This design comes from an exercise in tuning for small area on the open sky130 flow, not from production work.
Where RTL was checked, it was by simulation tests only, not by an equivalence proof against the original.
Power figures rest on the tool's default switching activity, not on a simulated workload.

## the reference run
==> flow/design.v (excerpt) <==
module DigitalLock #(
	parameter PASSWORD_LENGTH = 5,
	parameter NUM_DISPLAYS = 6,
	parameter MAX_IDLE = 1000
)(
	input clock,
	input reset,
	input [3:0] key,
	output LED_locked,
	output LED_error,
	output LED_ep,
	output LED_cp,
	output LED_unlocked,
	output LED_reset,
	output [(7*NUM_DISPLAYS)-1:0] seven_seg
);
Size: about 56 flip-flops, about 54 I/O pins, about 0.0027 mm² of cells after synthesis.
==> flow/config.mk <==
export PLATFORM = sky130hd
export DESIGN_NAME = DigitalLock
export DESIGN_NICKNAME = DigitalLock
export VERILOG_FILES = /design/flow/design.v
export SDC_FILE = /design/flow/constraint.sdc
export NUM_CORES = 4
export LEC_CHECK = 0
export ABC_AREA = 1
export CAP_MARGIN = 20
export CORE_MARGIN = 2
export CORE_UTILIZATION = 40
export SLEW_MARGIN = 20
==> flow/constraint.sdc <==
create_clock -name core_clock -period 12.0 [get_ports {clock}]
set_input_delay 2.4000 -clock core_clock [delete_from_list [all_inputs] [get_ports {clock}]]
set_output_delay 2.4000 -clock core_clock [all_outputs]
set_load 0.01 [all_outputs]
standard.sh (not shown) runs the stock make flow with config.mk's settings and CLKGATE_MAP_FILE= SYNTH_SCRIPT=/design/flow/synth_recipe.tcl, a recipe that flattens the netlist after the stock synthesis.
==> flow/flow/run.sh <==
#!/bin/bash
# Own flow: the standard layout (standard.sh) with these changes passed to ORFS's make:
#  - ADDER_MAP_FILE empty: no half/full-adder extraction in synthesis (the design has no
#    adders; extraction only turned decoder gates into half-adder cells);
#  - an area-oriented ABC script (flow/abc_area.script) in a copy of ORFS's scripts folder;
#  - port buffers are buf_1 cells;
#  - a clock tree of small clock buffers without dummy loads.
# Everything else, registers included, is the standard flow. make's full output goes to
# run_make.log here, and ORFS keeps each step's log under orfs/logs/.
set -euo pipefail
cd "$(dirname "$0")/.."
rm -rf scripts_own
cp -r "$FLOW_HOME/scripts" scripts_own
cp flow/abc_area.script scripts_own/abc_area.script
bash standard.sh \
  SCRIPTS_DIR="$PWD/scripts_own" \
  ADDER_MAP_FILE= \
  "BUFFER_PORTS_ARGS=-buffer_cell sky130_fd_sc_hd__buf_1" \
  "CTS_ARGS=-sink_clustering_enable -repair_clock_nets -dont_use_dummy_load -root_buf sky130_fd_sc_hd__clkbuf_4 -buf_list \"sky130_fd_sc_hd__clkbuf_4 sky130_fd_sc_hd__clkbuf_8\" -sink_clustering_size 15 -sink_clustering_max_diameter 100" \
  finish > run_make.log 2>&1
==> flow/flow/abc_area.script <==
strash
dch
amap
strash
dch
amap
topo
The reference run: STA-0564 in clock tree synthesis -> run aborted
[inputs] the trial run vs the reference run
--- a/flow/flow/run.sh
+++ b/flow/flow/run.sh
@@ -18,3 +18,3 @@
   "BUFFER_PORTS_ARGS=-buffer_cell sky130_fd_sc_hd__buf_1" \
-  "CTS_ARGS=-sink_clustering_enable -repair_clock_nets -dont_use_dummy_load -root_buf sky130_fd_sc_hd__clkbuf_4 -buf_list \"sky130_fd_sc_hd__clkbuf_4 sky130_fd_sc_hd__clkbuf_8\" -sink_clustering_size 15 -sink_clustering_max_diameter 100" \
+  "CTS_ARGS=-sink_clustering_enable -repair_clock_nets -dont_use_dummy_load -root_buf sky130_fd_sc_hd__clkbuf_8 -buf_list sky130_fd_sc_hd__clkbuf_8" \
   finish > run_make.log 2>&1
==> notes.md <==
- The trial run did not stop at any stage, and its layout met the timing, design-rule and antenna checks.
- As far as floorplan row count goes, the reference run and the trial run are indistinguishable; the numbers are identical.
- Going from the reference run to the trial run, flop and latch count out of synthesis has remained practically unchanged; area after synthesis did not really move; fraction of synthesis flops using an asynchronous set or reset pin shows no meaningful change; count of input and output buffers stayed essentially flat.
- Count of flip-flops with a built-in enable after synthesis: the trial run vs the reference run identical
- Re gate count of the mapped netlist: no difference whatsoever between the reference run and the trial run.
- The reference run and the trial run ended up with nearly the same sequential area share after synthesis.
No functional check of the RTL was part of any run of this note.


The RTL this note starts from:
==> flow/design.v <==
module HexTo7Seg ( 
	input		[3:0] hex, 
	output reg	[6:0] SevenSeg
);
always @(*) begin
	case(hex)
		4'h0: SevenSeg = ~7'b0000000;   
		4'h1: SevenSeg = ~7'b0000110;  
		4'h2: SevenSeg = ~7'b1011011;  
		4'h4: SevenSeg = ~7'b1001111;  
		4'h8: SevenSeg = ~7'b1100110;  
		4'h3: SevenSeg = ~7'b1111001;  
		4'h5: SevenSeg = ~7'b1010000;  
		4'h6: SevenSeg = ~7'b0111111;  
		4'h7: SevenSeg = ~7'b0111110;  
		4'h9: SevenSeg = ~7'b1010100;  
		4'hA: SevenSeg = ~7'b0111000;  
		4'hB: SevenSeg = ~7'b0111001;  
		4'hC: SevenSeg = ~7'b1011110;  
		4'hD: SevenSeg = ~7'b1101101;  
		4'hE: SevenSeg = ~7'b1111000;  
		default: SevenSeg = 7'b0000000;
	endcase
end
endmodule
module PasswordTo7Seg #(
	parameter NUM_DISPLAYS = 6
)(
	input [(4*NUM_DISPLAYS)-1:0] password,
	output [(7*NUM_DISPLAYS)-1:0] seven_seg
);
genvar i;
generate 
	for (i = 0; i < NUM_DISPLAYS; i = i + 1) begin : SevenSeg_loop
		HexTo7Seg display (
			.hex		( password[(i*4)+:4] ),
			.SevenSeg	( seven_seg[(i*7)+:7] )
		);
	end 
endgenerate
endmodule
module DigitalLock #(
	parameter PASSWORD_LENGTH = 5,
	parameter NUM_DISPLAYS = 6,
	parameter MAX_IDLE = 1000
)(
	input clock,
	input reset,
	input [3:0] key,
	output LED_locked,
	output LED_error,
	output LED_ep,
	output LED_cp,
	output LED_unlocked,
	output LED_reset,
	output [(7*NUM_DISPLAYS)-1:0] seven_seg
);
function [9:0] lfsr_next(input [9:0] s);
	lfsr_next = {s[8:0], ~(s[9] ^ s[6])};
endfunction
function [9:0] lfsr_after(input integer n);
	integer j;
	reg [9:0] s;
	begin
		s = 10'd0;
		for (j = 0; j < n; j = j + 1) s = lfsr_next(s);
		lfsr_after = s;
	end
endfunction
localparam [9:0] IDLE_END = lfsr_after(MAX_IDLE);
function [3:0] enc_key(input [3:0] v);
	enc_key =
		({4{v == 4'd1}} & 4'd8) |
		({4{v == 4'd2}} & 4'd14) |
		({4{v == 4'd3}} & 4'd6) |
		({4{v == 4'd4}} & 4'd10) |
		({4{v == 4'd5}} & 4'd1) |
		({4{v == 4'd6}} & 4'd12) |
		({4{v == 4'd7}} & 4'd13) |
		({4{v == 4'd8}} & 4'd3) |
		({4{v == 4'd9}} & 4'd9) |
		({4{v == 4'd10}} & 4'd5) |
		({4{v == 4'd11}} & 4'd4) |
		({4{v == 4'd12}} & 4'd2) |
		({4{v == 4'd13}} & 4'd11) |
		({4{v == 4'd14}} & 4'd7) |
		({4{v == 4'd15}} & 4'd15);
endfunction
wire [3:0] pressed = ~key;
reg dly;
reg S, E, Er, f;
reg C;
reg [19:0] temp, password;
reg [9:0] cnt;
wire ev     = ~dly & (|pressed);
wire tmo    = E & (cnt == IDLE_END);
wire full   = |temp[19:16];
wire empty0 = ~|temp[3:0];
wire done   = E & C & full;
wire match  = (temp == password);
always @(posedge clock) dly <= |pressed;
always @(posedge clock) begin
	if (E & ~C & ~ev & ~tmo)
		cnt <= lfsr_next(cnt);
	else
		cnt <= 10'd0;
end
always @(posedge clock) begin
	if (~E | done)
		temp <= 20'd0;
	else if (~C & ev)
		temp <= {temp[15:0], enc_key(pressed)};
end
always @(posedge clock) begin
	if (done & ~S & ~f)
		password <= temp;
end
always @(posedge clock) begin
	if (~E)
		C <= 1'b0;
	else if (C)
		C <= full;
	else
		C <= ev;
end
always @(posedge clock or posedge reset) begin
	if (reset) begin
		S  <= 1'b0;
		E  <= 1'b0;
		Er <= 1'b0;
		f  <= 1'b0;
	end else if (tmo) begin
		E  <= 1'b0;
		Er <= 1'b1;
	end else if (~E) begin
		if (ev) begin
			if (Er) Er <= 1'b0;
			else    E  <= 1'b1;
		end
	end else if (C) begin
		if (full) begin
			if (~S) f <= ~f;
			Er <= ~match & (S | f);
		end else if (empty0) begin
			if (Er)
				E <= 1'b0;
			else if (~f) begin
				E <= 1'b0;
				S <= ~S;
			end
		end
	end
end
assign LED_locked   = S;
assign LED_unlocked = ~S;
assign LED_error    = Er & ~E;
assign LED_ep       = E & S;
assign LED_cp       = E & ~S;
assign LED_reset    = reset;
wire [6:0] g0 =
	({7{temp[3:0] == 4'd0}} & 7'b1111111) |
	({7{temp[3:0] == 4'd1}} & 7'b0101111) |
	({7{temp[3:0] == 4'd2}} & 7'b0100001) |
	({7{temp[3:0] == 4'd3}} & 7'b0011001) |
	({7{temp[3:0] == 4'd4}} & 7'b1000110) |
	({7{temp[3:0] == 4'd5}} & 7'b1000111) |
	({7{temp[3:0] == 4'd6}} & 7'b0000110) |
	({7{temp[3:0] == 4'd7}} & 7'b0000111) |
	({7{temp[3:0] == 4'd8}} & 7'b1111001) |
	({7{temp[3:0] == 4'd9}} & 7'b0101011) |
	({7{temp[3:0] == 4'd10}} & 7'b0110000) |
	({7{temp[3:0] == 4'd11}} & 7'b0010010) |
	({7{temp[3:0] == 4'd12}} & 7'b1000000) |
	({7{temp[3:0] == 4'd13}} & 7'b1000001) |
	({7{temp[3:0] == 4'd14}} & 7'b0100100);
assign seven_seg[6:0] = E ? g0 : Er ? 7'b0101111 : S ? 7'b0100001 : reset ? 7'b0000111 : 7'b0100001;
wire [6:0] g1 =
	({7{temp[7:4] == 4'd0}} & 7'b1111111) |
	({7{temp[7:4] == 4'd1}} & 7'b0101111) |
	({7{temp[7:4] == 4'd2}} & 7'b0100001) |
	({7{temp[7:4] == 4'd3}} & 7'b0011001) |
	({7{temp[7:4] == 4'd4}} & 7'b1000110) |
	({7{temp[7:4] == 4'd5}} & 7'b1000111) |
	({7{temp[7:4] == 4'd6}} & 7'b0000110) |
	({7{temp[7:4] == 4'd7}} & 7'b0000111) |
	({7{temp[7:4] == 4'd8}} & 7'b1111001) |
	({7{temp[7:4] == 4'd9}} & 7'b0101011) |
	({7{temp[7:4] == 4'd10}} & 7'b0110000) |
	({7{temp[7:4] == 4'd11}} & 7'b0010010) |
	({7{temp[7:4] == 4'd12}} & 7'b1000000) |
	({7{temp[7:4] == 4'd13}} & 7'b1000001) |
	({7{temp[7:4] == 4'd14}} & 7'b0100100);
assign seven_seg[13:7] = E ? g1 : Er ? 7'b1000000 : S ? 7'b0000110 : reset ? 7'b0000110 : 7'b1000110;
wire [6:0] g2 =
	({7{temp[11:8] == 4'd0}} & 7'b1111111) |
	({7{temp[11:8] == 4'd1}} & 7'b0101111) |
	({7{temp[11:8] == 4'd2}} & 7'b0100001) |
	({7{temp[11:8] == 4'd3}} & 7'b0011001) |
	({7{temp[11:8] == 4'd4}} & 7'b1000110) |
	({7{temp[11:8] == 4'd5}} & 7'b1000111) |
	({7{temp[11:8] == 4'd6}} & 7'b0000110) |
	({7{temp[11:8] == 4'd7}} & 7'b0000111) |
	({7{temp[11:8] == 4'd8}} & 7'b1111001) |
	({7{temp[11:8] == 4'd9}} & 7'b0101011) |
	({7{temp[11:8] == 4'd10}} & 7'b0110000) |
	({7{temp[11:8] == 4'd11}} & 7'b0010010) |
	({7{temp[11:8] == 4'd12}} & 7'b1000000) |
	({7{temp[11:8] == 4'd13}} & 7'b1000001) |
	({7{temp[11:8] == 4'd14}} & 7'b0100100);
assign seven_seg[20:14] = E ? g2 : Er ? 7'b0101111 : S ? 7'b1000110 : reset ? 7'b0010010 : 7'b1000000;
wire [6:0] g3 =
	({7{temp[15:12] == 4'd0}} & 7'b1111111) |
	({7{temp[15:12] == 4'd1}} & 7'b0101111) |
	({7{temp[15:12] == 4'd2}} & 7'b0100001) |
	({7{temp[15:12] == 4'd3}} & 7'b0011001) |
	({7{temp[15:12] == 4'd4}} & 7'b1000110) |
	({7{temp[15:12] == 4'd5}} & 7'b1000111) |
	({7{temp[15:12] == 4'd6}} & 7'b0000110) |
	({7{temp[15:12] == 4'd7}} & 7'b0000111) |
	({7{temp[15:12] == 4'd8}} & 7'b1111001) |
	({7{temp[15:12] == 4'd9}} & 7'b0101011) |
	({7{temp[15:12] == 4'd10}} & 7'b0110000) |
	({7{temp[15:12] == 4'd11}} & 7'b0010010) |
	({7{temp[15:12] == 4'd12}} & 7'b1000000) |
	({7{temp[15:12] == 4'd13}} & 7'b1000001) |
	({7{temp[15:12] == 4'd14}} & 7'b0100100);
assign seven_seg[27:21] = E ? g3 : Er ? 7'b0101111 : S ? 7'b1000110 : reset ? 7'b0000110 : 7'b1000111;
wire [6:0] g4 =
	({7{temp[19:16] == 4'd0}} & 7'b1111111) |
	({7{temp[19:16] == 4'd1}} & 7'b0101111) |
	({7{temp[19:16] == 4'd2}} & 7'b0100001) |
	({7{temp[19:16] == 4'd3}} & 7'b0011001) |
	({7{temp[19:16] == 4'd4}} & 7'b1000110) |
	({7{temp[19:16] == 4'd5}} & 7'b1000111) |
	({7{temp[19:16] == 4'd6}} & 7'b0000110) |
	({7{temp[19:16] == 4'd7}} & 7'b0000111) |
	({7{temp[19:16] == 4'd8}} & 7'b1111001) |
	({7{temp[19:16] == 4'd9}} & 7'b0101011) |
	({7{temp[19:16] == 4'd10}} & 7'b0110000) |
	({7{temp[19:16] == 4'd11}} & 7'b0010010) |
	({7{temp[19:16] == 4'd12}} & 7'b1000000) |
	({7{temp[19:16] == 4'd13}} & 7'b1000001) |
	({7{temp[19:16] == 4'd14}} & 7'b0100100);
assign seven_seg[34:28] = E ? g4 : Er ? 7'b0000110 : S ? 7'b1000000 : reset ? 7'b0101111 : 7'b0101011;
assign seven_seg[41:35] = E ? 7'b1111111 : Er ? 7'b1111111 : S ? 7'b1000111 : reset ? 7'b1111111 : 7'b1000001;
endmodule
export LEC_CHECK = 0
export ABC_AREA = 1
export CAP_MARGIN = 0
export CORE_MARGIN = 2
export CORE_UTILIZATION = 40
export GPL_TIMING_DRIVEN = 0
export SLEW_MARGIN = 0
create_clock -name core_clock -period 12.0 [get_ports {clock}]
==> flow/flow/run.sh <==
#!/bin/bash
# Own flow: the standard layout (standard.sh) with these changes passed to ORFS's make:
#  - ADDER_MAP_FILE empty: no half/full-adder extraction in synthesis (the design has no
#    adders; extraction only turned decoder gates into half-adder cells);
#  - an area-oriented ABC script (flow/abc_area.script) in a copy of ORFS's scripts folder;
#  - port buffers are buf_1 cells;
#  - a clock tree of small clock buffers without dummy loads.
# Everything else, registers included, is the standard flow. make's full output goes to
# run_make.log here, and ORFS keeps each step's log under orfs/logs/.
set -euo pipefail
cd "$(dirname "$0")/.."
rm -rf scripts_own
cp -r "$FLOW_HOME/scripts" scripts_own
cp flow/abc_area.script scripts_own/abc_area.script
bash standard.sh \
  SCRIPTS_DIR="$PWD/scripts_own" \
  ADDER_MAP_FILE= \
  "BUFFER_PORTS_ARGS=-buffer_cell sky130_fd_sc_hd__buf_1" \
  "CTS_ARGS=-sink_clustering_enable -repair_clock_nets -dont_use_dummy_load -root_buf sky130_fd_sc_hd__clkbuf_8 -buf_list sky130_fd_sc_hd__clkbuf_8" \
  finish > run_make.log 2>&1
Scripts as last shown in full above: flow/flow/abc_area.script
The first run completed with no timing, DRC or antenna violations.
Next try:
- CAP_MARGIN: 0 -> 20
- GPL_TIMING_DRIVEN: 0 -> not set
- SLEW_MARGIN: 0 -> 20
What happened: Sequential share of layout area climbs by 0.81 points; via count climbs by 3.4%; total power drops by 1.1%; area after synthesis stays the same; non-clock buffer count drops by 6; clock power barely changes.

-- what the ideal ports hide --
No port has a modelled driver above. Below, the same layouts with a new extraction and two added sets of constraints.
Step 1: set_driving_cell puts a clkbuf_16 on clock and a buf_2 on each other input, an assumption about the parent block.
Step 2 moves the port delays by t, midway between the first and last clock arrival at a register: inputs arrive t later, outputs are due t later. That takes back most of the time a late clock gives input paths.
Three values: ideal, step 1, step 2; two values: the first two.
run	shift t [ns]	setup WS [ns]	hold WS [ns]	latest minus earliest clock arrival (ns)	worst slew at a driven data input, ns
the trial run	0.325	5.546 / 5.524 / 5.524	0.427 / 0.427 / 0.427	0.011 / 0.010	0.03
the first run of note 2	0.334	5.339 / 5.314 / 5.314	0.436 / 0.436 / 0.436	0.018 / 0.018	0.03
the second run of note 2	0.329	5.447 / 5.425 / 5.425	0.423 / 0.423 / 0.423	0.014 / 0.015	0.03
After both steps every run listed still meets setup and hold. The setup slack of the first run of note 2, which loses most, moves by -0.025 ns with the drivers and by -0.025 ns with both steps.
